Source: an optimization exercise on an open RTL-to-GDS flow (aim: small area and a short achievable clock period). Production flows keep margins and buffers that such runs may drop. No run shown here included a check of the RTL's function; only the layout flow was run. Power and IR drop assume default switching activity.

### flow/design.v
`timescale 1ns/1ns
module axis_Gauss_1x5 (
  input  logic       s_axis_aclk,
  input  logic       s_axis_arstn,
  input  logic [7:0] s_axis_tdata,
  input  logic       s_axis_tvalid,
  input  logic       s_axis_tlast,
  output logic [7:0] m_axis_tdata,
  output logic       m_axis_tvalid,
  output logic       m_axis_tlast
);
logic [7:0]  d1, d2, d3;
logic        v1, v2, l1, l2;
logic [13:0] cnt;
logic [9:0] b;
logic [23:0] f;
always_ff @(posedge s_axis_aclk) begin
  d1 <= s_axis_tdata;
  d2 <= d1;
  d3 <= d2;
  v1 <= s_axis_tvalid;
  v2 <= v1;
  l1 <= s_axis_tlast;
  l2 <= l1;
  b <= bnext;
  f <= fnext;
end
wire [14:0] cc;
wire [13:0] cs;
wire cc_lo;
assign cc[0] = s_axis_tvalid;
gha cnt_ha0 (.a(cnt[0]), .b(cc[0]), .s(cs[0]), .co(cc[1]));
gha cnt_ha1 (.a(cnt[1]), .b(cc[1]), .s(cs[1]), .co(cc[2]));
gha cnt_ha2 (.a(cnt[2]), .b(cc[2]), .s(cs[2]), .co(cc[3]));
gha cnt_ha3 (.a(cnt[3]), .b(cc[3]), .s(cs[3]), .co(cc[4]));
gha cnt_ha4 (.a(cnt[4]), .b(cc[4]), .s(cs[4]), .co(cc[5]));
gha cnt_ha5 (.a(cnt[5]), .b(cc[5]), .s(cs[5]), .co(cc[6]));
gha cnt_ha6 (.a(cnt[6]), .b(cc[6]), .s(cs[6]), .co(cc_lo));
gha cnt_ha7 (.a(cnt[7]), .b(cc[7]), .s(cs[7]), .co(cc[8]));
gha cnt_ha8 (.a(cnt[8]), .b(cc[8]), .s(cs[8]), .co(cc[9]));
gha cnt_ha9 (.a(cnt[9]), .b(cc[9]), .s(cs[9]), .co(cc[10]));
gha cnt_ha10 (.a(cnt[10]), .b(cc[10]), .s(cs[10]), .co(cc[11]));
gha cnt_ha11 (.a(cnt[11]), .b(cc[11]), .s(cs[11]), .co(cc[12]));
gha cnt_ha12 (.a(cnt[12]), .b(cc[12]), .s(cs[12]), .co(cc[13]));
gha cnt_ha13 (.a(cnt[13]), .b(cc[13]), .s(cs[13]), .co(cc[14]));
assign cc[7] = s_axis_tvalid & (&cnt[6:0]);
always_ff @(posedge s_axis_aclk) begin
  if (!s_axis_arstn || s_axis_tlast)
    cnt <= '0;
  else
    cnt <= cs;
end
wire edge_pt = (cnt[13:1] == 13'd1);
wire [7:0] x0 = s_axis_tdata;
wire h1_s, h1_c;
gha h1 (.a(d1[0]), .b(d2[1]), .s(h1_s), .co(h1_c));
wire f2_s, f2_c;
gfa f2 (.a(d1[1]), .b(d2[2]), .c(h1_c), .s(f2_s), .co(f2_c));
wire f3_s, f3_c;
gfa f3 (.a(d1[2]), .b(d2[3]), .c(f2_c), .s(f3_s), .co(f3_c));
wire f4_s, f4_c;
gfa f4 (.a(d1[3]), .b(d2[4]), .c(x0[4]), .s(f4_s), .co(f4_c));
wire f5_s, f5_c;
gfa f5 (.a(d1[4]), .b(d2[5]), .c(x0[5]), .s(f5_s), .co(f5_c));
wire f6_s, f6_c;
gfa f6 (.a(d1[5]), .b(d2[6]), .c(x0[6]), .s(f6_s), .co(f6_c));
wire f7_s, f7_c;
gfa f7 (.a(d1[6]), .b(d2[7]), .c(x0[7]), .s(f7_s), .co(f7_c));
wire h8_s, h8_c;
gha h8 (.a(d2[0]), .b(x0[0]), .s(h8_s), .co(h8_c));
wire h9_s, h9_c;
gha h9 (.a(h1_s), .b(x0[1]), .s(h9_s), .co(h9_c));
wire h10_s, h10_c;
gha h10 (.a(f2_s), .b(x0[2]), .s(h10_s), .co(h10_c));
wire h11_s, h11_c;
gha h11 (.a(x0[3]), .b(f3_s), .s(h11_s), .co(h11_c));
wire h12_s, h12_c;
gha h12 (.a(f3_c), .b(f4_s), .s(h12_s), .co(h12_c));
wire h13_s, h13_c;
gha h13 (.a(f4_c), .b(f5_s), .s(h13_s), .co(h13_c));
wire h14_s, h14_c;
gha h14 (.a(f5_c), .b(f6_s), .s(h14_s), .co(h14_c));
wire h15_s, h15_c;
gha h15 (.a(f6_c), .b(f7_s), .s(h15_s), .co(h15_c));
wire h16_s, h16_c;
gha h16 (.a(d1[7]), .b(f7_c), .s(h16_s), .co(h16_c));
wire q17_x;
g_ao21 q17 (.a(h9_c), .b(h9_s), .c(h8_c), .x(q17_x));
wire q18_x;
g_and2 q18 (.a(h9_s), .b(h8_s), .x(q18_x));
wire q19_x;
g_ao21 q19 (.a(h11_c), .b(h11_s), .c(h10_c), .x(q19_x));
wire q20_x;
g_and2 q20 (.a(h11_s), .b(h10_s), .x(q20_x));
wire q21_x;
g_ao21 q21 (.a(h13_c), .b(h13_s), .c(h12_c), .x(q21_x));
wire q22_x;
g_and2 q22 (.a(h13_s), .b(h12_s), .x(q22_x));
wire q23_x;
g_ao21 q23 (.a(h15_c), .b(h15_s), .c(h14_c), .x(q23_x));
wire q24_x;
g_and2 q24 (.a(h15_s), .b(h14_s), .x(q24_x));
wire q25_x;
g_ao21 q25 (.a(h10_c), .b(h10_s), .c(q17_x), .x(q25_x));
wire q26_x;
g_and2 q26 (.a(h10_s), .b(q18_x), .x(q26_x));
wire q27_x;
g_ao21 q27 (.a(q19_x), .b(q20_x), .c(q17_x), .x(q27_x));
wire q28_x;
g_and2 q28 (.a(q20_x), .b(q18_x), .x(q28_x));
wire q29_x;
g_ao21 q29 (.a(h14_c), .b(h14_s), .c(q21_x), .x(q29_x));
wire q30_x;
g_and2 q30 (.a(h14_s), .b(q22_x), .x(q30_x));
wire q31_x;
g_ao21 q31 (.a(q23_x), .b(q24_x), .c(q21_x), .x(q31_x));
wire q32_x;
g_and2 q32 (.a(q24_x), .b(q22_x), .x(q32_x));
wire q33_x;
g_ao21 q33 (.a(h12_c), .b(h12_s), .c(q27_x), .x(q33_x));
wire q34_x;
g_and2 q34 (.a(h12_s), .b(q28_x), .x(q34_x));
wire q35_x;
g_ao21 q35 (.a(q21_x), .b(q22_x), .c(q27_x), .x(q35_x));
wire q36_x;
g_and2 q36 (.a(q22_x), .b(q28_x), .x(q36_x));
wire q37_x;
g_ao21 q37 (.a(q29_x), .b(q30_x), .c(q27_x), .x(q37_x));
wire q38_x;
g_and2 q38 (.a(q30_x), .b(q28_x), .x(q38_x));
wire q39_x;
g_ao21 q39 (.a(q31_x), .b(q32_x), .c(q27_x), .x(q39_x));
wire q40_x;
g_and2 q40 (.a(q32_x), .b(q28_x), .x(q40_x));
wire q41_x;
g_ao21 q41 (.a(h16_c), .b(h16_s), .c(q39_x), .x(q41_x));
wire q42_x;
g_and2 q42 (.a(h16_s), .b(q40_x), .x(q42_x));
wire q43_x;
g_xor2 q43 (.a(h9_s), .b(h8_c), .x(q43_x));
wire q44_x;
g_xor2 q44 (.a(h10_s), .b(q17_x), .x(q44_x));
wire q45_x;
g_xor2 q45 (.a(h11_s), .b(q25_x), .x(q45_x));
wire q46_x;
g_xor2 q46 (.a(h12_s), .b(q27_x), .x(q46_x));
wire q47_x;
g_xor2 q47 (.a(h13_s), .b(q33_x), .x(q47_x));
wire q48_x;
g_xor2 q48 (.a(h14_s), .b(q35_x), .x(q48_x));
wire q49_x;
g_xor2 q49 (.a(h15_s), .b(q37_x), .x(q49_x));
wire q50_x;
g_xor2 q50 (.a(h16_s), .b(q39_x), .x(q50_x));
wire q51_x;
g_xor2 q51 (.a(1'b0), .b(q41_x), .x(q51_x));
wire [9:0] bnext = {q51_x, q50_x, q49_x, q48_x, q47_x, q46_x, q45_x, q44_x, q43_x, h8_s};
wire f52_s, f52_c;
gfa f52 (.a(d3[2]), .b(d1[1]), .c(d1[0]), .s(f52_s), .co(f52_c));
wire f53_s, f53_c;
gfa f53 (.a(d3[3]), .b(d1[2]), .c(d1[1]), .s(f53_s), .co(f53_c));
wire h54_s, h54_c;
gha h54 (.a(f52_c), .b(f53_s), .s(h54_s), .co(h54_c));
wire f55_s, f55_c;
gfa f55 (.a(d3[4]), .b(d1[3]), .c(d1[2]), .s(f55_s), .co(f55_c));
wire i56 = ~d3[2];
wire f57_s, f57_c;
gfa f57 (.a(i56), .b(f53_c), .c(f55_s), .s(f57_s), .co(f57_c));
wire f58_s, f58_c;
gfa f58 (.a(d3[5]), .b(d3[0]), .c(d1[4]), .s(f58_s), .co(f58_c));
wire i59 = ~d3[3];
wire f60_s, f60_c;
gfa f60 (.a(i59), .b(d1[3]), .c(f55_c), .s(f60_s), .co(f60_c));
wire h61_s, h61_c;
gha h61 (.a(f58_s), .b(f57_c), .s(h61_s), .co(h61_c));
wire f62_s, f62_c;
gfa f62 (.a(d3[6]), .b(d3[1]), .c(d1[5]), .s(f62_s), .co(f62_c));
wire i63 = ~d3[4];
wire f64_s, f64_c;
gfa f64 (.a(i63), .b(d1[4]), .c(f58_c), .s(f64_s), .co(f64_c));
wire f65_s, f65_c;
gfa f65 (.a(f62_s), .b(f60_c), .c(f64_s), .s(f65_s), .co(f65_c));
wire f66_s, f66_c;
gfa f66 (.a(d3[7]), .b(d3[2]), .c(d1[6]), .s(f66_s), .co(f66_c));
wire i67 = ~d3[5];
wire f68_s, f68_c;
gfa f68 (.a(i67), .b(d1[5]), .c(f62_c), .s(f68_s), .co(f68_c));
wire f69_s, f69_c;
gfa f69 (.a(f66_s), .b(f64_c), .c(f68_s), .s(f69_s), .co(f69_c));
wire f70_s, f70_c;
gfa f70 (.a(d3[3]), .b(d1[7]), .c(d1[6]), .s(f70_s), .co(f70_c));
wire i71 = ~d3[6];
wire f72_s, f72_c;
gfa f72 (.a(i71), .b(f66_c), .c(f70_s), .s(f72_s), .co(f72_c));
wire h73_s, h73_c;
gha h73 (.a(f68_c), .b(f72_s), .s(h73_s), .co(h73_c));
wire i74 = ~d3[7];
wire f75_s, f75_c;
gfa f75 (.a(i74), .b(d3[4]), .c(d1[7]), .s(f75_s), .co(f75_c));
wire f76_s, f76_c;
gfa f76 (.a(f70_c), .b(f75_s), .c(f72_c), .s(f76_s), .co(f76_c));
wire h77_s, h77_c;
gha h77 (.a(d3[5]), .b(f75_c), .s(h77_s), .co(h77_c));
wire [23:0] fnext = {d3[7], h77_c, d3[6], f76_c, h77_s, f76_s, h73_c, f69_c, h73_s, f69_s, f65_c, f65_s, h61_c, h61_s, f60_s, f57_s, h54_c, h54_s, d3[1], f52_s, d3[0], d1[0], d3[1], d3[0]};
wire h78_s, h78_c;
gha h78 (.a(f[1]), .b(f[2]), .s(h78_s), .co(h78_c));
wire i79 = ~f[3];
wire f80_s, f80_c;
gfa f80 (.a(i79), .b(f[4]), .c(h78_c), .s(f80_s), .co(f80_c));
wire h81_s, h81_c;
gha h81 (.a(f80_s), .b(x0[2]), .s(h81_s), .co(h81_c));
wire f82_s, f82_c;
gfa f82 (.a(f[5]), .b(f[6]), .c(f80_c), .s(f82_s), .co(f82_c));
wire f83_s, f83_c;
gfa f83 (.a(x0[3]), .b(h81_c), .c(f82_s), .s(f83_s), .co(f83_c));
wire f84_s, f84_c;
gfa f84 (.a(b[0]), .b(f[7]), .c(f[8]), .s(f84_s), .co(f84_c));
wire i85 = ~f[5];
wire f86_s, f86_c;
gfa f86 (.a(i85), .b(f84_s), .c(x0[4]), .s(f86_s), .co(f86_c));
wire i87 = ~x0[2];
wire f88_s, f88_c;
gfa f88 (.a(i87), .b(f82_c), .c(f86_s), .s(f88_s), .co(f88_c));
wire i89 = ~b[1];
wire f90_s, f90_c;
gfa f90 (.a(i89), .b(f[9]), .c(f[10]), .s(f90_s), .co(f90_c));
wire i91 = ~b[0];
wire f92_s, f92_c;
gfa f92 (.a(i91), .b(f84_c), .c(f90_s), .s(f92_s), .co(f92_c));
wire f93_s, f93_c;
gfa f93 (.a(x0[5]), .b(x0[0]), .c(f92_s), .s(f93_s), .co(f93_c));
wire i94 = ~x0[3];
wire f95_s, f95_c;
gfa f95 (.a(i94), .b(f86_c), .c(f93_s), .s(f95_s), .co(f95_c));
wire i96 = ~b[2];
wire f97_s, f97_c;
gfa f97 (.a(i96), .b(f[11]), .c(f[12]), .s(f97_s), .co(f97_c));
wire f98_s, f98_c;
gfa f98 (.a(f90_c), .b(f97_s), .c(x0[6]), .s(f98_s), .co(f98_c));
wire i99 = ~x0[4];
wire f100_s, f100_c;
gfa f100 (.a(i99), .b(x0[1]), .c(f92_c), .s(f100_s), .co(f100_c));
wire f101_s, f101_c;
gfa f101 (.a(f98_s), .b(f93_c), .c(f100_s), .s(f101_s), .co(f101_c));
wire i102 = ~b[3];
wire f103_s, f103_c;
gfa f103 (.a(i102), .b(f[13]), .c(f[14]), .s(f103_s), .co(f103_c));
wire f104_s, f104_c;
gfa f104 (.a(f97_c), .b(f103_s), .c(x0[7]), .s(f104_s), .co(f104_c));
wire i105 = ~x0[5];
wire f106_s, f106_c;
gfa f106 (.a(i105), .b(x0[2]), .c(f98_c), .s(f106_s), .co(f106_c));
wire f107_s, f107_c;
gfa f107 (.a(f104_s), .b(f100_c), .c(f106_s), .s(f107_s), .co(f107_c));
wire f108_s, f108_c;
gfa f108 (.a(b[0]), .b(f[15]), .c(f[16]), .s(f108_s), .co(f108_c));
wire i109 = ~b[4];
wire f110_s, f110_c;
gfa f110 (.a(i109), .b(f108_s), .c(f103_c), .s(f110_s), .co(f110_c));
wire i111 = ~x0[6];
wire f112_s, f112_c;
gfa f112 (.a(i111), .b(x0[3]), .c(f110_s), .s(f112_s), .co(f112_c));
wire f113_s, f113_c;
gfa f113 (.a(f104_c), .b(f112_s), .c(f106_c), .s(f113_s), .co(f113_c));
wire f114_s, f114_c;
gfa f114 (.a(b[1]), .b(f[17]), .c(f[18]), .s(f114_s), .co(f114_c));
wire i115 = ~b[5];
wire f116_s, f116_c;
gfa f116 (.a(i115), .b(f108_c), .c(f114_s), .s(f116_s), .co(f116_c));
wire f117_s, f117_c;
gfa f117 (.a(x0[4]), .b(f110_c), .c(f116_s), .s(f117_s), .co(f117_c));
wire i118 = ~x0[7];
wire f119_s, f119_c;
gfa f119 (.a(i118), .b(f112_c), .c(f117_s), .s(f119_s), .co(f119_c));
wire f120_s, f120_c;
gfa f120 (.a(b[2]), .b(f[19]), .c(f[20]), .s(f120_s), .co(f120_c));
wire i121 = ~b[6];
wire f122_s, f122_c;
gfa f122 (.a(i121), .b(f114_c), .c(f120_s), .s(f122_s), .co(f122_c));
wire f123_s, f123_c;
gfa f123 (.a(x0[5]), .b(f116_c), .c(f122_s), .s(f123_s), .co(f123_c));
wire h124_s, h124_c;
gha h124 (.a(f117_c), .b(f123_s), .s(h124_s), .co(h124_c));
wire f125_s, f125_c;
gfa f125 (.a(b[7]), .b(b[3]), .c(f[21]), .s(f125_s), .co(f125_c));
wire f126_s, f126_c;
gfa f126 (.a(f[22]), .b(f120_c), .c(f125_s), .s(f126_s), .co(f126_c));
wire f127_s, f127_c;
gfa f127 (.a(x0[6]), .b(f122_c), .c(f126_s), .s(f127_s), .co(f127_c));
wire h128_s, h128_c;
gha h128 (.a(f123_c), .b(f127_s), .s(h128_s), .co(h128_c));
wire f129_s, f129_c;
gfa f129 (.a(b[8]), .b(b[4]), .c(f[23]), .s(f129_s), .co(f129_c));
wire i130 = ~b[7];
wire f131_s, f131_c;
gfa f131 (.a(i130), .b(f125_c), .c(f129_s), .s(f131_s), .co(f131_c));
wire f132_s, f132_c;
gfa f132 (.a(x0[7]), .b(f126_c), .c(f131_s), .s(f132_s), .co(f132_c));
wire h133_s, h133_c;
gha h133 (.a(f127_c), .b(f132_s), .s(h133_s), .co(h133_c));
wire i134 = ~b[8];
wire f135_s, f135_c;
gfa f135 (.a(b[9]), .b(b[5]), .c(i134), .s(f135_s), .co(f135_c));
wire f136_s, f136_c;
gfa f136 (.a(f129_c), .b(f135_s), .c(f131_c), .s(f136_s), .co(f136_c));
wire h137_s, h137_c;
gha h137 (.a(f132_c), .b(f136_s), .s(h137_s), .co(h137_c));
wire i138 = ~b[9];
wire f139_s, f139_c;
gfa f139 (.a(b[6]), .b(i138), .c(f135_c), .s(f139_s), .co(f139_c));
wire h140_s, h140_c;
gha h140 (.a(f139_s), .b(f136_c), .s(h140_s), .co(h140_c));
wire h141_s, h141_c;
gha h141 (.a(f139_c), .b(h140_c), .s(h141_s), .co(h141_c));
wire h142_s, h142_c;
gha h142 (.a(b[7]), .b(h141_c), .s(h142_s), .co(h142_c));
wire h143_s, h143_c;
gha h143 (.a(b[8]), .b(h142_c), .s(h143_s), .co(h143_c));
wire i144 = ~x0[0];
wire i145 = ~x0[1];
wire q146_x;
g_and2 q146 (.a(f[0]), .b(x0[0]), .x(q146_x));
wire q147_x;
g_or2 q147 (.a(f[0]), .b(x0[0]), .x(q147_x));
wire q148_x;
g_and2 q148 (.a(h78_s), .b(x0[1]), .x(q148_x));
wire q149_x;
g_or2 q149 (.a(h78_s), .b(x0[1]), .x(q149_x));
wire q150_x;
g_and2 q150 (.a(i144), .b(h81_s), .x(q150_x));
wire q151_x;
g_or2 q151 (.a(i144), .b(h81_s), .x(q151_x));
wire q152_x;
g_and2 q152 (.a(i145), .b(f83_s), .x(q152_x));
wire q153_x;
g_or2 q153 (.a(i145), .b(f83_s), .x(q153_x));
wire q154_x;
g_and2 q154 (.a(f83_c), .b(f88_s), .x(q154_x));
wire q155_x;
g_or2 q155 (.a(f83_c), .b(f88_s), .x(q155_x));
wire q156_x;
g_and2 q156 (.a(f88_c), .b(f95_s), .x(q156_x));
wire q157_x;
g_or2 q157 (.a(f88_c), .b(f95_s), .x(q157_x));
wire q158_x;
g_and2 q158 (.a(f101_s), .b(f95_c), .x(q158_x));
wire q159_x;
g_or2 q159 (.a(f101_s), .b(f95_c), .x(q159_x));
wire q160_x;
g_and2 q160 (.a(f101_c), .b(f107_s), .x(q160_x));
wire q161_x;
g_or2 q161 (.a(f101_c), .b(f107_s), .x(q161_x));
wire q162_x;
g_ao21 q162 (.a(q148_x), .b(q149_x), .c(q146_x), .x(q162_x));
wire q163_x;
g_ao21 q163 (.a(q150_x), .b(q151_x), .c(q162_x), .x(q163_x));
wire q164_x;
g_ao21 q164 (.a(q152_x), .b(q153_x), .c(q163_x), .x(q164_x));
wire q165_x;
g_ao21 q165 (.a(q154_x), .b(q155_x), .c(q164_x), .x(q165_x));
wire q166_x;
g_ao21 q166 (.a(q158_x), .b(q159_x), .c(q156_x), .x(q166_x));
wire q167_x;
g_and2 q167 (.a(q159_x), .b(q157_x), .x(q167_x));
wire q168_x;
g_ao21 q168 (.a(q166_x), .b(q167_x), .c(q165_x), .x(q168_x));
wire q169_x;
g_ao21 q169 (.a(q160_x), .b(q161_x), .c(q168_x), .x(q169_x));
wire h170_s, h170_c;
gha h170 (.a(h133_c), .b(h137_s), .s(h170_s), .co(h170_c));
wire h171_s, h171_c;
gha h171 (.a(h137_c), .b(h140_s), .s(h171_s), .co(h171_c));
wire h172_s, h172_c;
gha h172 (.a(i130), .b(h141_s), .s(h172_s), .co(h172_c));
wire h173_s, h173_c;
gha h173 (.a(i134), .b(h142_s), .s(h173_s), .co(h173_c));
wire h174_s, h174_c;
gha h174 (.a(i138), .b(h143_s), .s(h174_s), .co(h174_c));
wire q175_x;
g_ao21 q175 (.a(h171_c), .b(h171_s), .c(h170_c), .x(q175_x));
wire q176_x;
g_and2 q176 (.a(h171_s), .b(h170_s), .x(q176_x));
wire q177_x;
g_ao21 q177 (.a(h173_c), .b(h173_s), .c(h172_c), .x(q177_x));
wire q178_x;
g_and2 q178 (.a(h173_s), .b(h172_s), .x(q178_x));
wire q179_x;
g_ao21 q179 (.a(h172_c), .b(h172_s), .c(q175_x), .x(q179_x));
wire q180_x;
g_and2 q180 (.a(h172_s), .b(q176_x), .x(q180_x));
wire q181_x;
g_ao21 q181 (.a(q177_x), .b(q178_x), .c(q175_x), .x(q181_x));
wire q182_x;
g_and2 q182 (.a(q178_x), .b(q176_x), .x(q182_x));
wire q183_x;
g_ao21 q183 (.a(h174_c), .b(h174_s), .c(q181_x), .x(q183_x));
wire q184_x;
g_and2 q184 (.a(h174_s), .b(q182_x), .x(q184_x));
wire q185_x;
g_xor2 q185 (.a(h171_s), .b(h170_c), .x(q185_x));
wire q186_x;
g_xor2 q186 (.a(h172_s), .b(q175_x), .x(q186_x));
wire q187_x;
g_xor2 q187 (.a(h173_s), .b(q179_x), .x(q187_x));
wire q188_x;
g_xor2 q188 (.a(h174_s), .b(q181_x), .x(q188_x));
wire q189_x;
g_or2 q189 (.a(f113_s), .b(f107_c), .x(q189_x));
wire q190_x;
g_and2 q190 (.a(f113_s), .b(f107_c), .x(q190_x));
wire q191_x;
g_or2 q191 (.a(f119_s), .b(f113_c), .x(q191_x));
wire q192_x;
g_and2 q192 (.a(f119_s), .b(f113_c), .x(q192_x));
wire h193_s, h193_c;
gha h193 (.a(h124_s), .b(f119_c), .s(h193_s), .co(h193_c));
wire h194_s, h194_c;
gha h194 (.a(h124_c), .b(h128_s), .s(h194_s), .co(h194_c));
wire h195_s, h195_c;
gha h195 (.a(h128_c), .b(h133_s), .s(h195_s), .co(h195_c));
wire [9:0] ua = {q188_x, q187_x, q186_x, q185_x, h170_s, h195_s, h194_s, h193_s, q191_x, q189_x};
wire [9:0] ub = {1'b0, 1'b0, 1'b0, 1'b0, 1'b0, h195_c, h194_c, h193_c, q192_x, q190_x};
wire uc = q169_x;
logic [9:0] oa, ob;
logic oc;
logic       ept;
always_ff @(posedge s_axis_aclk) begin
  oa <= ua;
  ob <= ub;
  oc <= uc;
  ept <= edge_pt;
  m_axis_tvalid <= v2;
  m_axis_tlast  <= l2 & ~edge_pt;
end
assign m_axis_tdata = {(ept ? d3[7] : oa[9]) ^ (~ept & (1'b0 | oa[8] & 1'b0 | oa[8] & oa[7] & 1'b0 | oa[8] & oa[7] & oa[6] & 1'b0 | oa[8] & oa[7] & oa[6] & oa[5] & ob[4] | oa[8] & oa[7] & oa[6] & oa[5] & oa[4] & ob[3] | oa[8] & oa[7] & oa[6] & oa[5] & oa[4] & oa[3] & ob[2] | oa[8] & oa[7] & oa[6] & oa[5] & oa[4] & oa[3] & oa[2] & ob[1] | oa[8] & oa[7] & oa[6] & oa[5] & oa[4] & oa[3] & oa[2] & oa[1] & ob[0] | oa[8] & oa[7] & oa[6] & oa[5] & oa[4] & oa[3] & oa[2] & oa[1] & oa[0] & oc)), (ept ? d3[6] : oa[8]) ^ (~ept & (1'b0 | oa[7] & 1'b0 | oa[7] & oa[6] & 1'b0 | oa[7] & oa[6] & oa[5] & ob[4] | oa[7] & oa[6] & oa[5] & oa[4] & ob[3] | oa[7] & oa[6] & oa[5] & oa[4] & oa[3] & ob[2] | oa[7] & oa[6] & oa[5] & oa[4] & oa[3] & oa[2] & ob[1] | oa[7] & oa[6] & oa[5] & oa[4] & oa[3] & oa[2] & oa[1] & ob[0] | oa[7] & oa[6] & oa[5] & oa[4] & oa[3] & oa[2] & oa[1] & oa[0] & oc)), (ept ? d3[5] : oa[7]) ^ (~ept & (1'b0 | oa[6] & 1'b0 | oa[6] & oa[5] & ob[4] | oa[6] & oa[5] & oa[4] & ob[3] | oa[6] & oa[5] & oa[4] & oa[3] & ob[2] | oa[6] & oa[5] & oa[4] & oa[3] & oa[2] & ob[1] | oa[6] & oa[5] & oa[4] & oa[3] & oa[2] & oa[1] & ob[0] | oa[6] & oa[5] & oa[4] & oa[3] & oa[2] & oa[1] & oa[0] & oc)), (ept ? d3[4] : oa[6]) ^ (~ept & (1'b0 | oa[5] & ob[4] | oa[5] & oa[4] & ob[3] | oa[5] & oa[4] & oa[3] & ob[2] | oa[5] & oa[4] & oa[3] & oa[2] & ob[1] | oa[5] & oa[4] & oa[3] & oa[2] & oa[1] & ob[0] | oa[5] & oa[4] & oa[3] & oa[2] & oa[1] & oa[0] & oc)), (ept ? d3[3] : oa[5]) ^ (~ept & (ob[4] | oa[4] & ob[3] | oa[4] & oa[3] & ob[2] | oa[4] & oa[3] & oa[2] & ob[1] | oa[4] & oa[3] & oa[2] & oa[1] & ob[0] | oa[4] & oa[3] & oa[2] & oa[1] & oa[0] & oc)), (ept ? d3[2] : oa[4]) ^ (~ept & (ob[3] | oa[3] & ob[2] | oa[3] & oa[2] & ob[1] | oa[3] & oa[2] & oa[1] & ob[0] | oa[3] & oa[2] & oa[1] & oa[0] & oc)), (ept ? d3[1] : oa[3]) ^ (~ept & (ob[2] | oa[2] & ob[1] | oa[2] & oa[1] & ob[0] | oa[2] & oa[1] & oa[0] & oc)), (ept ? d3[0] : oa[2]) ^ (~ept & (ob[1] | oa[1] & ob[0] | oa[1] & oa[0] & oc))};
endmodule
module g_or2 (
  input  logic a,
  input  logic b,
  output logic x
);
assign x = a | b;
endmodule
module g_and2 (
  input  logic a,
  input  logic b,
  output logic x
);
assign x = a & b;
endmodule
module g_xor2 (
  input  logic a,
  input  logic b,
  output logic x
);
assign x = a ^ b;
endmodule
module g_ao21 (
  input  logic a,
  input  logic b,
  input  logic c,
  output logic x
);
assign x = a | (b & c);
endmodule
module gha (
  input  logic a,
  input  logic b,
  output logic s,
  output logic co
);
assign s  = a ^ b;
assign co = a & b;
endmodule
module gfa (
  input  logic a,
  input  logic b,
  input  logic c,
  output logic s,
  output logic co
);
assign s  = a ^ b ^ c;
assign co = (a & b) | (a & c) | (b & c);
endmodule
### flow/standard.sh
#!/bin/bash
# synth_recipe.tcl (not shown) runs the flow's synth.tcl, then flattens the netlist and writes it again
# the make line also repeats each setting of config.mk as NAME=value (left out here)
make -C /OpenROAD-flow-scripts/flow DESIGN_CONFIG=/design/flow/config.mk WORK_HOME=/design/flow/orfs CLKGATE_MAP_FILE= SYNTH_SCRIPT=/design/flow/synth_recipe.tcl "${@:-finish}"
### flow/flow/run.sh
#!/bin/bash
# Layout flow: the standard flow, with plain buffers on the ports and a clock
# tree of small buffers without dummy loads.
export BUFFER_PORTS_ARGS="-buffer_cell sky130_fd_sc_hd__buf_2"
export CTS_ARGS="-sink_clustering_enable -repair_clock_nets -dont_use_dummy_load -buf_list \"sky130_fd_sc_hd__clkbuf_4 sky130_fd_sc_hd__clkbuf_8\""
bash standard.sh > standard.log 2>&1
### flow/config.mk
export PLATFORM = sky130hd
export DESIGN_NAME = axis_Gauss_1x5
export DESIGN_NICKNAME = axis_Gauss_1x5
export VERILOG_FILES = /design/flow/design.v
export SDC_FILE = /design/flow/constraint.sdc
export NUM_CORES = 4
export LEC_CHECK = 0
export CAP_MARGIN = 20
export CORE_MARGIN = 2
export CORE_UTILIZATION = 40
export SETUP_SLACK_MARGIN = 4.6
export SLEW_MARGIN = 20
export SYNTH_HIERARCHICAL = 1
export SYNTH_MINIMUM_KEEP_SIZE = 0
### flow/constraint.sdc
create_clock -name core_clock -period 8.0 [get_ports {s_axis_aclk}]
set_input_delay 1.6000 -clock core_clock [delete_from_list [all_inputs] [get_ports {s_axis_aclk}]]
set_output_delay 1.6000 -clock core_clock [all_outputs]
set_load 0.01 [all_outputs]
==> flow_metrics.env, run 1 <==
export IMPL_finalInstanceArea_sq_um=5120
export IMPL_status="finished clean"
export IMPL_synthesis_area_sq_um=4680
export IMPL_cts_made_buffers=9
export IMPL_period_share_pct=42.7
export IMPL_drive_gt1_share_pct=10.6
export IMPL_clk_latency_ps=370
export IMPL_grt_start_max_net_pins=23
export IMPL_routed_via_density=4.78
export IMPL_syn2layout_area_growth_pct=9.53
export IMPL_antenna_found_initial=0
export IMPL_diodes=0
export IMPL_hold_class="reg -> reg"
export IMPL_vdd_drop_max_uv=267
export IMPL_pre_cts_ws_ps=4370
export IMPL_fin_setup_tns_ps=0
export IMPL_worst_setup_path_end_kind="output port"
export IMPL_crit_fanout=6
export IMPL_clkPwrFrac_pct=11.7
export IMPL_port_buffers=21
export IMPL_cts_path_max_buffers=2
export IMPL_crit_type="reg -> out"
export IMPL_p_seq_share_pct=31.8
export IMPL_crit_path_max_incr_delay_ps=470
export IMPL_setup_ws_ps=4580
export IMPL_fin_skew_ps=23.0
export IMPL_async_flop_share_pct=0
export IMPL_seqCellArea_sq_um=1850
export IMPL_power_internal_mw=1.28
export IMPL_synth_area_leaders="dfxtp_1 39%, fa_1 26%, ha_1 12%"
export IMPL_drtPass1Iterations=4
export IMPL_crit_path_cell_trace="a211oi_4 > buf_6 > nor3_4 > or4b_1 > nand3_1 > buf_2"
export IMPL_place_congestion=0.779
export IMPL_cp_slowest_cell="or4b_1"
export IMPL_fillers=1056
export IMPL_rsz0062_at_grt="yes"
export IMPL_hold_buffers=0
export IMPL_start_util_pct=40.9
export IMPL_clock_sinks=92
export IMPL_p_leak_nw=2.43
export IMPL_maxCapViolations=0
export IMPL_vias=2574
export IMPL_die_area_sq_um=12600
export IMPL_drc=0
export IMPL_ys_ff_latch=92
export IMPL_layout_min_cycle_time_ps=3420
export IMPL_ant_nets=0
export IMPL_comb_power_share_pct=56.6
export IMPL_ys_seq_area_share_pct=39.4
export IMPL_drt_iter0_drc=78
export IMPL_synth_ff_type="dfxtp_1"
export IMPL_setup_viol=0
export IMPL_max_slew_margin_rel_pct=54.6
export IMPL_grt_overflow=0
export IMPL_track_usage_pct=14.0
export IMPL_syn_inst=368
export IMPL_worstMarginPinSlew_ps=680
export IMPL_dp_hpwl_mm=6.42
export IMPL_synth_top_cell_area_share_pct=39.4
export IMPL_cp_start_kind="flip-flop"
export IMPL_h_tree_depth=3
export IMPL_num_rows=39
export IMPL_synth_top_area_cell="dfxtp_1"
export IMPL_clkTransAtPathRegs_ps=90
export IMPL_powerDensity_nw_per_um2=405
export IMPL_synth_enable_flop_cells=0
export IMPL_wirelength_mm=7.81
export IMPL_max_freq_mhz=293
export IMPL_finalNetCount=515
export IMPL_hold_viol=0
export IMPL_arrival_ps=1820
export IMPL_ys_warn_count=7
export IMPL_grt_pass1_vias=2850
export IMPL_sw_frac_of_total_pct=38.5
export IMPL_grt_first_pass_wirelength_mm=13.6
export IMPL_cp_data_required_time_ps=6400
export IMPL_p_sw_mw=0.800
export IMPL_synth_area_per_cell_sq_um=12.7
export IMPL_die_w_um=112
export IMPL_syn_nets=486
export IMPL_cts_root_buf="clkbuf_8"
export IMPL_fp_coreArea_sq_um=11400
export IMPL_wl_per_cell_um=14.5
export IMPL_num_io_pins=22
export IMPL_dpl_instance_area_sq_um=4940
export IMPL_drv_slew=0
export IMPL_yosysUniqueCellTypes=37
export IMPL_die_h_um=112
export IMPL_multiInputGateArea_sq_um=2760
export IMPL_cts_tree="built"
## repair_timing
| item | CTS | global route |
|---|---|---|
| setup buffers | 1 | 0 |
| setup endpoints to repair | 5 | 5 |
| pin swaps | 4 | 0 |
| resized for setup | 7 | 4 |
## path summary, 6_finish.rpt
kind	depth (start not counted)	slack, ps	start	to
setup / recovery	6	4580	oa[0]$_DFF_P_	m_axis_tdata[4]
hold / removal	0	330	v1$_DFF_P_	v2$_DFF_P_
setup reg to reg	10	4800	b[8]$_DFF_P_	oa[9]$_DFF_P_
hold reg to reg	0	330	v1$_DFF_P_	v2$_DFF_P_
## cells in the final DEF (no fill, tap or decap), types with 2 or more instances in the layout
cell type and n:
clkbuf_8 9, a21o_1 25, nand4_1 3, or4b_1 3, inv_1 27, buf_2 21
fa_1 60, dfxtp_2 3, or2_1 9, nor2b_1 3, and2_1 31, a21oi_1 2
o21ai_0 6, ha_1 46, xor2_1 14, nor2_1 6, dfxtp_1 89, nor3b_1 3
nand3_1 7, nand2_1 5, a22oi_1 3
## flip-flops by register name, indices dropped and copies added (netlist names)
register and flops:
ept 1, oc 1, b 10, f 22
v1 1, cnt 14, d1 8, l2 1
oa 10, ob 5, m_axis_tlast 1, d2 7
m_axis_tvalid 1, v2 1, l1 1, d3 8
## modules after synthesis, one instance, submodules excluded
| module | cell area [sq um] | flops+latches | cells |
|---|---|---|---|
| g_xor2 | 8.76 | 0 | 1 |
| g_and2 | 6.26 | 0 | 1 |
| gha | 12.5 | 0 | 1 |
| gfa | 20.0 | 0 | 1 |
| g_or2 | 6.26 | 0 | 1 |
| g_ao21 | 7.51 | 0 | 1 |
| axis_Gauss_1x5 | 2440 | 92 | 199 |
## final cells by class
cell class / instances / area share (%)
Multi-Input combinational cell: 245 / 53.8
Clock buffer: 9 / 2.42
Sequential cell: 92 / 36.0
Tap cell: 143 / 3.49
Inverter: 27 / 1.98
Timing Repair Buffer: 22 / 2.27
## critical path, delay by kind of cell, from the launching register on
| kind | cells | cell delay, ps |
|---|---|---|
| and+or+nand+nor | 3 | 610 |
| DFF | 1 | 340 |
| buffers and inverters | 2 | 280 |
| AOI/OAI and AO/OA | 1 | 230 |
## logic make-up after synthesis
kind of cell	share of synthesized area (%)
xor+xnor	2.81
buf+inv	2.52
fa+ha+maj	38.0
other cells	0.0802
simple gates	10.2
compound gates	6.98
flops	39.4
## per-stage QoR
stage	cells	power [mW]	hold WS [ps]	util [%]
2_1_floorplan	368	1.52	310	-
3_3_place_gp	528	1.79	310	43.3
3_5_place_dp	528	1.83	312	43.3
4_1_cts	538	2.12	337	44.8
5_1_grt	538	2.31	353	44.8
6_report	538	2.08	334	44.8
## power by group through the flow
stage | Clock (mW) | Sequential, mW | Combinational, mW
after floorplan | 0 | 0.639 | 0.881
after global placement | 0 | 0.665 | 1.12
after detailed placement | 0 | 0.667 | 1.17
after CTS | 0.253 | 0.661 | 1.20
after global routing | 0.270 | 0.675 | 1.37
final | 0.242 | 0.660 | 1.17
## synth_stat cells (6+ instances only)
library cell	n
dfxtp_1	92
fa_1	60
ha_1	46
and2_1	31
inv_1	27
a21o_1	25
xor2_1	14
or2_1	9
nand3_1	7
nand2_1	6
nor2_1	6
o21ai_0	6
## per-layer routing
layer | vias to the layer above | GRT usage, % | routed length [um]
met4 | 0 | 6.34 | 170
met5 | - | 0 | 0
li1 | 1269 | - | -
met1 | 1271 | 16.6 | 3510
met3 | 12 | 3.89 | 219
met2 | 22 | 23.9 | 3900
==> inputs of run 2 (changes only) <==
--- a/flow/design.v
+++ b/flow/design.v
@@ -352,75 +352,79 @@
 g_or2 q161 (.a(f101_c), .b(f107_s), .x(q161_x));
 wire q162_x;
-g_ao21 q162 (.a(q148_x), .b(q149_x), .c(q146_x), .x(q162_x));
+g_and2 q162 (.a(f113_s), .b(f107_c), .x(q162_x));
 wire q163_x;
-g_ao21 q163 (.a(q150_x), .b(q151_x), .c(q162_x), .x(q163_x));
+g_or2 q163 (.a(f113_s), .b(f107_c), .x(q163_x));
 wire q164_x;
-g_ao21 q164 (.a(q152_x), .b(q153_x), .c(q163_x), .x(q164_x));
+g_ao21 q164 (.a(q148_x), .b(q149_x), .c(q146_x), .x(q164_x));
 wire q165_x;
-g_ao21 q165 (.a(q154_x), .b(q155_x), .c(q164_x), .x(q165_x));
+g_ao21 q165 (.a(q150_x), .b(q151_x), .c(q164_x), .x(q165_x));
 wire q166_x;
-g_ao21 q166 (.a(q158_x), .b(q159_x), .c(q156_x), .x(q166_x));
+g_ao21 q166 (.a(q152_x), .b(q153_x), .c(q165_x), .x(q166_x));
 wire q167_x;
-g_and2 q167 (.a(q159_x), .b(q157_x), .x(q167_x));
+g_ao21 q167 (.a(q154_x), .b(q155_x), .c(q166_x), .x(q167_x));
 wire q168_x;
-g_ao21 q168 (.a(q166_x), .b(q167_x), .c(q165_x), .x(q168_x));
+g_ao21 q168 (.a(q158_x), .b(q159_x), .c(q156_x), .x(q168_x));
 wire q169_x;
-g_ao21 q169 (.a(q160_x), .b(q161_x), .c(q168_x), .x(q169_x));
-wire h170_s, h170_c;
-gha h170 (.a(h133_c), .b(h137_s), .s(h170_s), .co(h170_c));
-wire h171_s, h171_c;
-gha h171 (.a(h137_c), .b(h140_s), .s(h171_s), .co(h171_c));
-wire h172_s, h172_c;
-gha h172 (.a(i130), .b(h141_s), .s(h172_s), .co(h172_c));
-wire h173_s, h173_c;
-gha h173 (.a(i134), .b(h142_s), .s(h173_s), .co(h173_c));
+g_and2 q169 (.a(q159_x), .b(q157_x), .x(q169_x));
+wire q170_x;
+g_ao21 q170 (.a(q168_x), .b(q169_x), .c(q167_x), .x(q170_x));
+wire q171_x;
+g_ao21 q171 (.a(q162_x), .b(q163_x), .c(q160_x), .x(q171_x));
+wire q172_x;
+g_and2 q172 (.a(q163_x), .b(q161_x), .x(q172_x));
+wire q173_x;
+g_ao21 q173 (.a(q171_x), .b(q172_x), .c(q170_x), .x(q173_x));
 wire h174_s, h174_c;
-gha h174 (.a(i138), .b(h143_s), .s(h174_s), .co(h174_c));
-wire q175_x;
-g_ao21 q175 (.a(h171_c), .b(h171_s), .c(h170_c), .x(q175_x));
-wire q176_x;
-g_and2 q176 (.a(h171_s), .b(h170_s), .x(q176_x));
-wire q177_x;
-g_ao21 q177 (.a(h173_c), .b(h173_s), .c(h172_c), .x(q177_x));
-wire q178_x;
-g_and2 q178 (.a(h173_s), .b(h172_s), .x(q178_x));
+gha h174 (.a(h133_c), .b(h137_s), .s(h174_s), .co(h174_c));
+wire h175_s, h175_c;
+gha h175 (.a(h137_c), .b(h140_s), .s(h175_s), .co(h175_c));
+wire h176_s, h176_c;
+gha h176 (.a(i130), .b(h141_s), .s(h176_s), .co(h176_c));
+wire h177_s, h177_c;
+gha h177 (.a(i134), .b(h142_s), .s(h177_s), .co(h177_c));
+wire h178_s, h178_c;
+gha h178 (.a(i138), .b(h143_s), .s(h178_s), .co(h178_c));
 wire q179_x;
-g_ao21 q179 (.a(h172_c), .b(h172_s), .c(q175_x), .x(q179_x));
+g_ao21 q179 (.a(h175_c), .b(h175_s), .c(h174_c), .x(q179_x));
 wire q180_x;
-g_and2 q180 (.a(h172_s), .b(q176_x), .x(q180_x));
+g_and2 q180 (.a(h175_s), .b(h174_s), .x(q180_x));
 wire q181_x;
-g_ao21 q181 (.a(q177_x), .b(q178_x), .c(q175_x), .x(q181_x));
+g_ao21 q181 (.a(h177_c), .b(h177_s), .c(h176_c), .x(q181_x));
 wire q182_x;
-g_and2 q182 (.a(q178_x), .b(q176_x), .x(q182_x));
+g_and2 q182 (.a(h177_s), .b(h176_s), .x(q182_x));
 wire q183_x;
-g_ao21 q183 (.a(h174_c), .b(h174_s), .c(q181_x), .x(q183_x));
+g_ao21 q183 (.a(h176_c), .b(h176_s), .c(q179_x), .x(q183_x));
 wire q184_x;
-g_and2 q184 (.a(h174_s), .b(q182_x), .x(q184_x));
+g_and2 q184 (.a(h176_s), .b(q180_x), .x(q184_x));
 wire q185_x;
-g_xor2 q185 (.a(h171_s), .b(h170_c), .x(q185_x));
+g_ao21 q185 (.a(q181_x), .b(q182_x), .c(q179_x), .x(q185_x));
 wire q186_x;
-g_xor2 q186 (.a(h172_s), .b(q175_x), .x(q186_x));
+g_and2 q186 (.a(q182_x), .b(q180_x), .x(q186_x));
 wire q187_x;
-g_xor2 q187 (.a(h173_s), .b(q179_x), .x(q187_x));
+g_ao21 q187 (.a(h178_c), .b(h178_s), .c(q185_x), .x(q187_x));
 wire q188_x;
-g_xor2 q188 (.a(h174_s), .b(q181_x), .x(q188_x));
+g_and2 q188 (.a(h178_s), .b(q186_x), .x(q188_x));
 wire q189_x;
-g_or2 q189 (.a(f113_s), .b(f107_c), .x(q189_x));
+g_xor2 q189 (.a(h175_s), .b(h174_c), .x(q189_x));
 wire q190_x;
-g_and2 q190 (.a(f113_s), .b(f107_c), .x(q190_x));
+g_xor2 q190 (.a(h176_s), .b(q179_x), .x(q190_x));
 wire q191_x;
-g_or2 q191 (.a(f119_s), .b(f113_c), .x(q191_x));
+g_xor2 q191 (.a(h177_s), .b(q183_x), .x(q191_x));
 wire q192_x;
-g_and2 q192 (.a(f119_s), .b(f113_c), .x(q192_x));
-wire h193_s, h193_c;
-gha h193 (.a(h124_s), .b(f119_c), .s(h193_s), .co(h193_c));
-wire h194_s, h194_c;
-gha h194 (.a(h124_c), .b(h128_s), .s(h194_s), .co(h194_c));
+g_xor2 q192 (.a(h178_s), .b(q185_x), .x(q192_x));
+wire q193_x;
+g_or2 q193 (.a(f119_s), .b(f113_c), .x(q193_x));
+wire q194_x;
+g_and2 q194 (.a(f119_s), .b(f113_c), .x(q194_x));
 wire h195_s, h195_c;
-gha h195 (.a(h128_c), .b(h133_s), .s(h195_s), .co(h195_c));
-wire [9:0] ua = {q188_x, q187_x, q186_x, q185_x, h170_s, h195_s, h194_s, h193_s, q191_x, q189_x};
-wire [9:0] ub = {1'b0, 1'b0, 1'b0, 1'b0, 1'b0, h195_c, h194_c, h193_c, q192_x, q190_x};
-wire uc = q169_x;
-logic [9:0] oa, ob;
+gha h195 (.a(h124_s), .b(f119_c), .s(h195_s), .co(h195_c));
+wire h196_s, h196_c;
+gha h196 (.a(h124_c), .b(h128_s), .s(h196_s), .co(h196_c));
+wire h197_s, h197_c;
+gha h197 (.a(h128_c), .b(h133_s), .s(h197_s), .co(h197_c));
+wire [8:0] ua = {q192_x, q191_x, q190_x, q189_x, h174_s, h197_s, h196_s, h195_s, q193_x};
+wire [8:0] ub = {1'b0, 1'b0, 1'b0, 1'b0, 1'b0, h197_c, h196_c, h195_c, q194_x};
+wire uc = q173_x;
+logic [8:0] oa, ob;
 logic oc;
 logic       ept;
@@ -433,5 +437,5 @@
   m_axis_tlast  <= l2 & ~edge_pt;
 end
-assign m_axis_tdata = {(ept ? d3[7] : oa[9]) ^ (~ept & (1'b0 | oa[8] & 1'b0 | oa[8] & oa[7] & 1'b0 | oa[8] & oa[7] & oa[6] & 1'b0 | oa[8] & oa[7] & oa[6] & oa[5] & ob[4] | oa[8] & oa[7] & oa[6] & oa[5] & oa[4] & ob[3] | oa[8] & oa[7] & oa[6] & oa[5] & oa[4] & oa[3] & ob[2] | oa[8] & oa[7] & oa[6] & oa[5] & oa[4] & oa[3] & oa[2] & ob[1] | oa[8] & oa[7] & oa[6] & oa[5] & oa[4] & oa[3] & oa[2] & oa[1] & ob[0] | oa[8] & oa[7] & oa[6] & oa[5] & oa[4] & oa[3] & oa[2] & oa[1] & oa[0] & oc)), (ept ? d3[6] : oa[8]) ^ (~ept & (1'b0 | oa[7] & 1'b0 | oa[7] & oa[6] & 1'b0 | oa[7] & oa[6] & oa[5] & ob[4] | oa[7] & oa[6] & oa[5] & oa[4] & ob[3] | oa[7] & oa[6] & oa[5] & oa[4] & oa[3] & ob[2] | oa[7] & oa[6] & oa[5] & oa[4] & oa[3] & oa[2] & ob[1] | oa[7] & oa[6] & oa[5] & oa[4] & oa[3] & oa[2] & oa[1] & ob[0] | oa[7] & oa[6] & oa[5] & oa[4] & oa[3] & oa[2] & oa[1] & oa[0] & oc)), (ept ? d3[5] : oa[7]) ^ (~ept & (1'b0 | oa[6] & 1'b0 | oa[6] & oa[5] & ob[4] | oa[6] & oa[5] & oa[4] & ob[3] | oa[6] & oa[5] & oa[4] & oa[3] & ob[2] | oa[6] & oa[5] & oa[4] & oa[3] & oa[2] & ob[1] | oa[6] & oa[5] & oa[4] & oa[3] & oa[2] & oa[1] & ob[0] | oa[6] & oa[5] & oa[4] & oa[3] & oa[2] & oa[1] & oa[0] & oc)), (ept ? d3[4] : oa[6]) ^ (~ept & (1'b0 | oa[5] & ob[4] | oa[5] & oa[4] & ob[3] | oa[5] & oa[4] & oa[3] & ob[2] | oa[5] & oa[4] & oa[3] & oa[2] & ob[1] | oa[5] & oa[4] & oa[3] & oa[2] & oa[1] & ob[0] | oa[5] & oa[4] & oa[3] & oa[2] & oa[1] & oa[0] & oc)), (ept ? d3[3] : oa[5]) ^ (~ept & (ob[4] | oa[4] & ob[3] | oa[4] & oa[3] & ob[2] | oa[4] & oa[3] & oa[2] & ob[1] | oa[4] & oa[3] & oa[2] & oa[1] & ob[0] | oa[4] & oa[3] & oa[2] & oa[1] & oa[0] & oc)), (ept ? d3[2] : oa[4]) ^ (~ept & (ob[3] | oa[3] & ob[2] | oa[3] & oa[2] & ob[1] | oa[3] & oa[2] & oa[1] & ob[0] | oa[3] & oa[2] & oa[1] & oa[0] & oc)), (ept ? d3[1] : oa[3]) ^ (~ept & (ob[2] | oa[2] & ob[1] | oa[2] & oa[1] & ob[0] | oa[2] & oa[1] & oa[0] & oc)), (ept ? d3[0] : oa[2]) ^ (~ept & (ob[1] | oa[1] & ob[0] | oa[1] & oa[0] & oc))};
+assign m_axis_tdata = {(ept ? d3[7] : oa[8]) ^ (~ept & (1'b0 | oa[7] & 1'b0 | oa[7] & oa[6] & 1'b0 | oa[7] & oa[6] & oa[5] & 1'b0 | oa[7] & oa[6] & oa[5] & oa[4] & ob[3] | oa[7] & oa[6] & oa[5] & oa[4] & oa[3] & ob[2] | oa[7] & oa[6] & oa[5] & oa[4] & oa[3] & oa[2] & ob[1] | oa[7] & oa[6] & oa[5] & oa[4] & oa[3] & oa[2] & oa[1] & ob[0] | oa[7] & oa[6] & oa[5] & oa[4] & oa[3] & oa[2] & oa[1] & oa[0] & oc)), (ept ? d3[6] : oa[7]) ^ (~ept & (1'b0 | oa[6] & 1'b0 | oa[6] & oa[5] & 1'b0 | oa[6] & oa[5] & oa[4] & ob[3] | oa[6] & oa[5] & oa[4] & oa[3] & ob[2] | oa[6] & oa[5] & oa[4] & oa[3] & oa[2] & ob[1] | oa[6] & oa[5] & oa[4] & oa[3] & oa[2] & oa[1] & ob[0] | oa[6] & oa[5] & oa[4] & oa[3] & oa[2] & oa[1] & oa[0] & oc)), (ept ? d3[5] : oa[6]) ^ (~ept & (1'b0 | oa[5] & 1'b0 | oa[5] & oa[4] & ob[3] | oa[5] & oa[4] & oa[3] & ob[2] | oa[5] & oa[4] & oa[3] & oa[2] & ob[1] | oa[5] & oa[4] & oa[3] & oa[2] & oa[1] & ob[0] | oa[5] & oa[4] & oa[3] & oa[2] & oa[1] & oa[0] & oc)), (ept ? d3[4] : oa[5]) ^ (~ept & (1'b0 | oa[4] & ob[3] | oa[4] & oa[3] & ob[2] | oa[4] & oa[3] & oa[2] & ob[1] | oa[4] & oa[3] & oa[2] & oa[1] & ob[0] | oa[4] & oa[3] & oa[2] & oa[1] & oa[0] & oc)), (ept ? d3[3] : oa[4]) ^ (~ept & (ob[3] | oa[3] & ob[2] | oa[3] & oa[2] & ob[1] | oa[3] & oa[2] & oa[1] & ob[0] | oa[3] & oa[2] & oa[1] & oa[0] & oc)), (ept ? d3[2] : oa[3]) ^ (~ept & (ob[2] | oa[2] & ob[1] | oa[2] & oa[1] & ob[0] | oa[2] & oa[1] & oa[0] & oc)), (ept ? d3[1] : oa[2]) ^ (~ept & (ob[1] | oa[1] & ob[0] | oa[1] & oa[0] & oc)), (ept ? d3[0] : oa[1]) ^ (~ept & (ob[0] | oa[0] & oc))};
 endmodule
 module g_or2 (
==> run 2 against run 1 <==
- still clean
- count of clock-buffer cells in the layout unchanged
- critical path depth increased by 1
- global-route usage decreased by 0.19 points
- worst hold slack improved by 2.7 ps
- total power decreased by 2.1%
- combinational power about the same
- critical path type is now in -> reg
- critical endpoint is now oc$_DFF_P_
==> flow_metrics.env, run 2 <==
export IMPL_setup_worst_path_start="s_axis_tdata[6]"
export IMPL_ant_nets=0
export IMPL_cts_path_max_buffers=2
export IMPL_routed_via_density=4.69
export IMPL_start_util_pct=40.5
export IMPL_status="finished clean"
export IMPL_r2r_slack_ps=4840
export IMPL_p_leak_nw=2.40
export IMPL_ys_seq_area_share_pct=39.5
export IMPL_die_area_sq_um=12300
export IMPL_cts_tree="built"
export IMPL_pre_cts_ws_ps=4280
export IMPL_drt_iter0_drc=90
export IMPL_die_w_um=111
export IMPL_synth_area_per_cell_sq_um=12.7
export IMPL_worst_setup_path_end_kind="flip-flop"
export IMPL_track_usage_pct=13.9
export IMPL_final_common_cell="dfxtp_1"
export IMPL_r2r_end="oc$_DFF_P_"
export IMPL_max_slew_margin_rel_pct=52.0
export IMPL_yosysUniqueCellTypes=31
export IMPL_syn_inst=360
export IMPL_grt_overflow=0
export IMPL_r2r_start="b[1]$_DFF_P_"
export IMPL_largest_reg_flops=22
export IMPL_fin_skew_ps=26.5
export IMPL_reg_largest_list="f: 22 flops, cnt: 14 flops, b: 10 flops"
export IMPL_synth_ff_type="dfxtp_1"
export IMPL_grt_start_max_net_pins=18
export IMPL_period_share_pct=42.0
export IMPL_vias=2517
export IMPL_drive_gt1_share_pct=11.4
export IMPL_reg2reg_depth=9
export IMPL_antenna_found_initial=0
export IMPL_hold_viol=0
export IMPL_synthesis_area_sq_um=4570
export IMPL_setup_viol=0
export IMPL_place_congestion=0.791
export IMPL_grt_pass1_vias=2775
export IMPL_wl_per_cell_um=14.1
export IMPL_holdPathStages=0
export IMPL_ys_ff_latch=90
export IMPL_grt_first_pass_wirelength_mm=13.4
export IMPL_fp_coreArea_sq_um=11300
export IMPL_drtPass1Iterations=4
export IMPL_vdd_drop_max_uv=241
export IMPL_hold_class="reg -> reg"
export IMPL_maxCapViolations=0
export IMPL_num_rows=39
export IMPL_finalNetCount=514
export IMPL_synth_most_common_cell="dfxtp_1"
export IMPL_wirelength_mm=7.59
export IMPL_cts_made_buffers=9
export IMPL_cts_root_buf="clkbuf_8"
export IMPL_clock_sinks=90
export IMPL_cp_start_kind="primary input"
export IMPL_h_tree_depth=3
export IMPL_largest_register="f"
export IMPL_clkPwrFrac_pct=11.8
export IMPL_synth_area_leaders="dfxtp_1 39%, fa_1 26%, ha_1 13%"
export IMPL_cp_data_required_time_ps=8240
export IMPL_ys_warn_count=7
export IMPL_die_h_um=111
export IMPL_rsz0062_at_grt="yes"
export IMPL_synth_top_area_cell="dfxtp_1"
export IMPL_diodes=0
export IMPL_sw_frac_of_total_pct=37.9
export IMPL_p_seq_share_pct=31.3
export IMPL_syn2layout_area_growth_pct=10.4
export IMPL_p_sw_mw=0.771
export IMPL_synth_top_cell_area_share_pct=39.5
export IMPL_powerDensity_nw_per_um2=403
export IMPL_power_internal_mw=1.26
export IMPL_synthTopCellsByCount="90 x dfxtp_1, 60 x fa_1, 46 x ha_1"
export IMPL_setup_ws_ps=4640
export IMPL_comb_power_share_pct=56.9
export IMPL_layout_min_cycle_time_ps=3360
export IMPL_synth_enable_flop_cells=0
export IMPL_dp_hpwl_mm=6.23
export IMPL_num_io_pins=22
export IMPL_hold_buffers=0
export IMPL_hold_start="v1$_DFF_P_"
export IMPL_hold_path_end="v2$_DFF_P_"
export IMPL_syn_nets=478
export IMPL_fin_setup_tns_ps=0
export IMPL_clkTransAtPathRegs_ps=100
export IMPL_crit_type="in -> reg"
export IMPL_drc=0
export IMPL_drv_slew=0
export IMPL_arrival_ps=3600
export IMPL_async_flop_share_pct=0
export IMPL_port_buffers=21
export IMPL_worstMarginPinSlew_ps=719
export IMPL_crit_fanout=4
export IMPL_final_cell_mix="85 x dfxtp_1, 59 x fa_1, 46 x ha_1, 32 x and2_1, 30 x inv_1"
export IMPL_max_freq_mhz=298
export IMPL_clk_latency_ps=360
## run 2: cell count changes after synthesis, sizes merged, moves of 2 or more
cell / before / now
a31oi: 0 / 2
nand3: 7 / 5
inv: 27 / 30
nand2: 6 / 8
nor3b: 3 / 0
xnor2: 1 / 3
a21oi: 3 / 1
a22oi: 3 / 1
or4b: 3 / 0
clkbuf: 4 / 1
dfxtp: 92 / 90
or3: 0 / 2
## run 2: cell type report
class	count	area [sq um]
clock buffers	9	124
fillers	1042	6230
inverters	30	113
multi-input cells	238	2650
flip-flops and latches	90	1810
well taps	143	179
repair buffers	27	168
## run 2: worst max-delay path, cell delays in order
cell	delay, ps
buf_12	110
fa_2	360
fa_1	510
fa_1	440
or2_1	240
a21o_1	190
a21o_1	150
## run 2: cell families (layout without fill, tap and decap cells)
group,Yosys count,after routing,share of synthesized area (%)
simple gates,73,73,9.18
buf+inv,32,66,2.71
flops,90,90,39.5
fa+ha+maj,106,106,38.9
other cells,1,1,0.0821
compound gates,42,42,6.58
xor+xnor,16,16,3.07
## run 2: routing by layer
layer	GRT usage [%]	up-vias	part of all wire (%)
met5	0	-	0
li1	-	1237	-
met3	3.17	9	3.3
met1	17.7	1239	48
met4	5.08	0	1.2
met2	23.1	32	48
## run 2: power by group through the flow
stage                     Combinational (mW)  Clock [mW]  Sequential [mW]
after floorplan                        0.888           0            0.620
after global placement                  1.10           0            0.643
after detailed placement                1.15           0            0.646
after CTS                               1.17       0.249            0.637
after global routing                    1.37       0.265            0.651
final                                   1.16       0.239            0.637
## run 2: repair_timing
| action | CTS | global route |
|---|---|---|
| resized for setup | 4 | 9 |
| pin swaps | 2 | 9 |
| setup buffers | 3 | 3 |
| endpoints found under the setup margin | 3 | 5 |
| endpoints found under the hold margin | 0 | 0 |
## run 2: stage by stage
| step | utilization, % | std cells | hold slack, ps | instance area, sq um | power, mW |
|---|---|---|---|---|---|
| 4_1_cts | 44.3 | 534 | 337 | 4990 | 2.06 |
| 2_1_floorplan | - | 360 | 310 | 4570 | 1.51 |
| 3_3_place_gp | 42.9 | 522 | 313 | 4840 | 1.74 |
| 5_1_grt | 44.7 | 537 | 356 | 5040 | 2.28 |
| 6_report | 44.7 | 537 | 337 | 5040 | 2.03 |
| 3_5_place_dp | 42.9 | 522 | 312 | 4840 | 1.79 |
## run 2: Yosys stat by module, one instance, submodules excluded
module,flops+latches,area (sq um),cells inside
g_or2,0,6.26,1
gfa,0,20.0,1
g_ao21,0,7.51,1
g_xor2,0,8.76,1
gha,0,12.5,1
axis_Gauss_1x5,90,2320,189
g_and2,0,6.26,1
## run 2: how the worst max path moves through the flow
stage / to / cells past startpoint
final: oc$_DFF_P_ / 7
after global routing: m_axis_tdata[6] / 4
after CTS: m_axis_tdata[7] / 5
after detailed placement: oc$_DFF_P_ / 7
after global placement: oc$_DFF_P_ / 7
after floorplan: oc$_DFF_P_ / 6

-- static timing again, ports no longer ideal --
The flow's constraints put no driver on any port. The routed layouts listed below were extracted and timed again, unchanged, in two steps. Step 1: set_driving_cell puts a clkbuf_16 on s_axis_aclk and a buf_2 on each other input, an assumption about the parent block. Step 2 moves the port delays by t, midway between the first and last clock arrival at a register: inputs arrive t later, outputs are due t later. That takes back most of the time a late clock gives input paths. Three values: no drivers, after step 1, after step 2; two values: the first two.
run | t (ns) | setup slack, ns | latest minus earliest clock arrival (ns) | worst register clock-pin slew, ns | worst data-port slew with drivers (ns)
run 1 | 0.390 | 4.584 / 4.551 / 4.367 | 0.024 / 0.025 | 0.09 / 0.09 | 0.03
run 2 | 0.382 | 4.644 / 4.629 / 4.247 | 0.031 / 0.031 | 0.10 / 0.10 | 0.06
After both steps setup and hold are still met in every run listed. The setup slack of run 2, which loses most, moves by -0.015 ns with the drivers and by -0.397 ns with both steps.
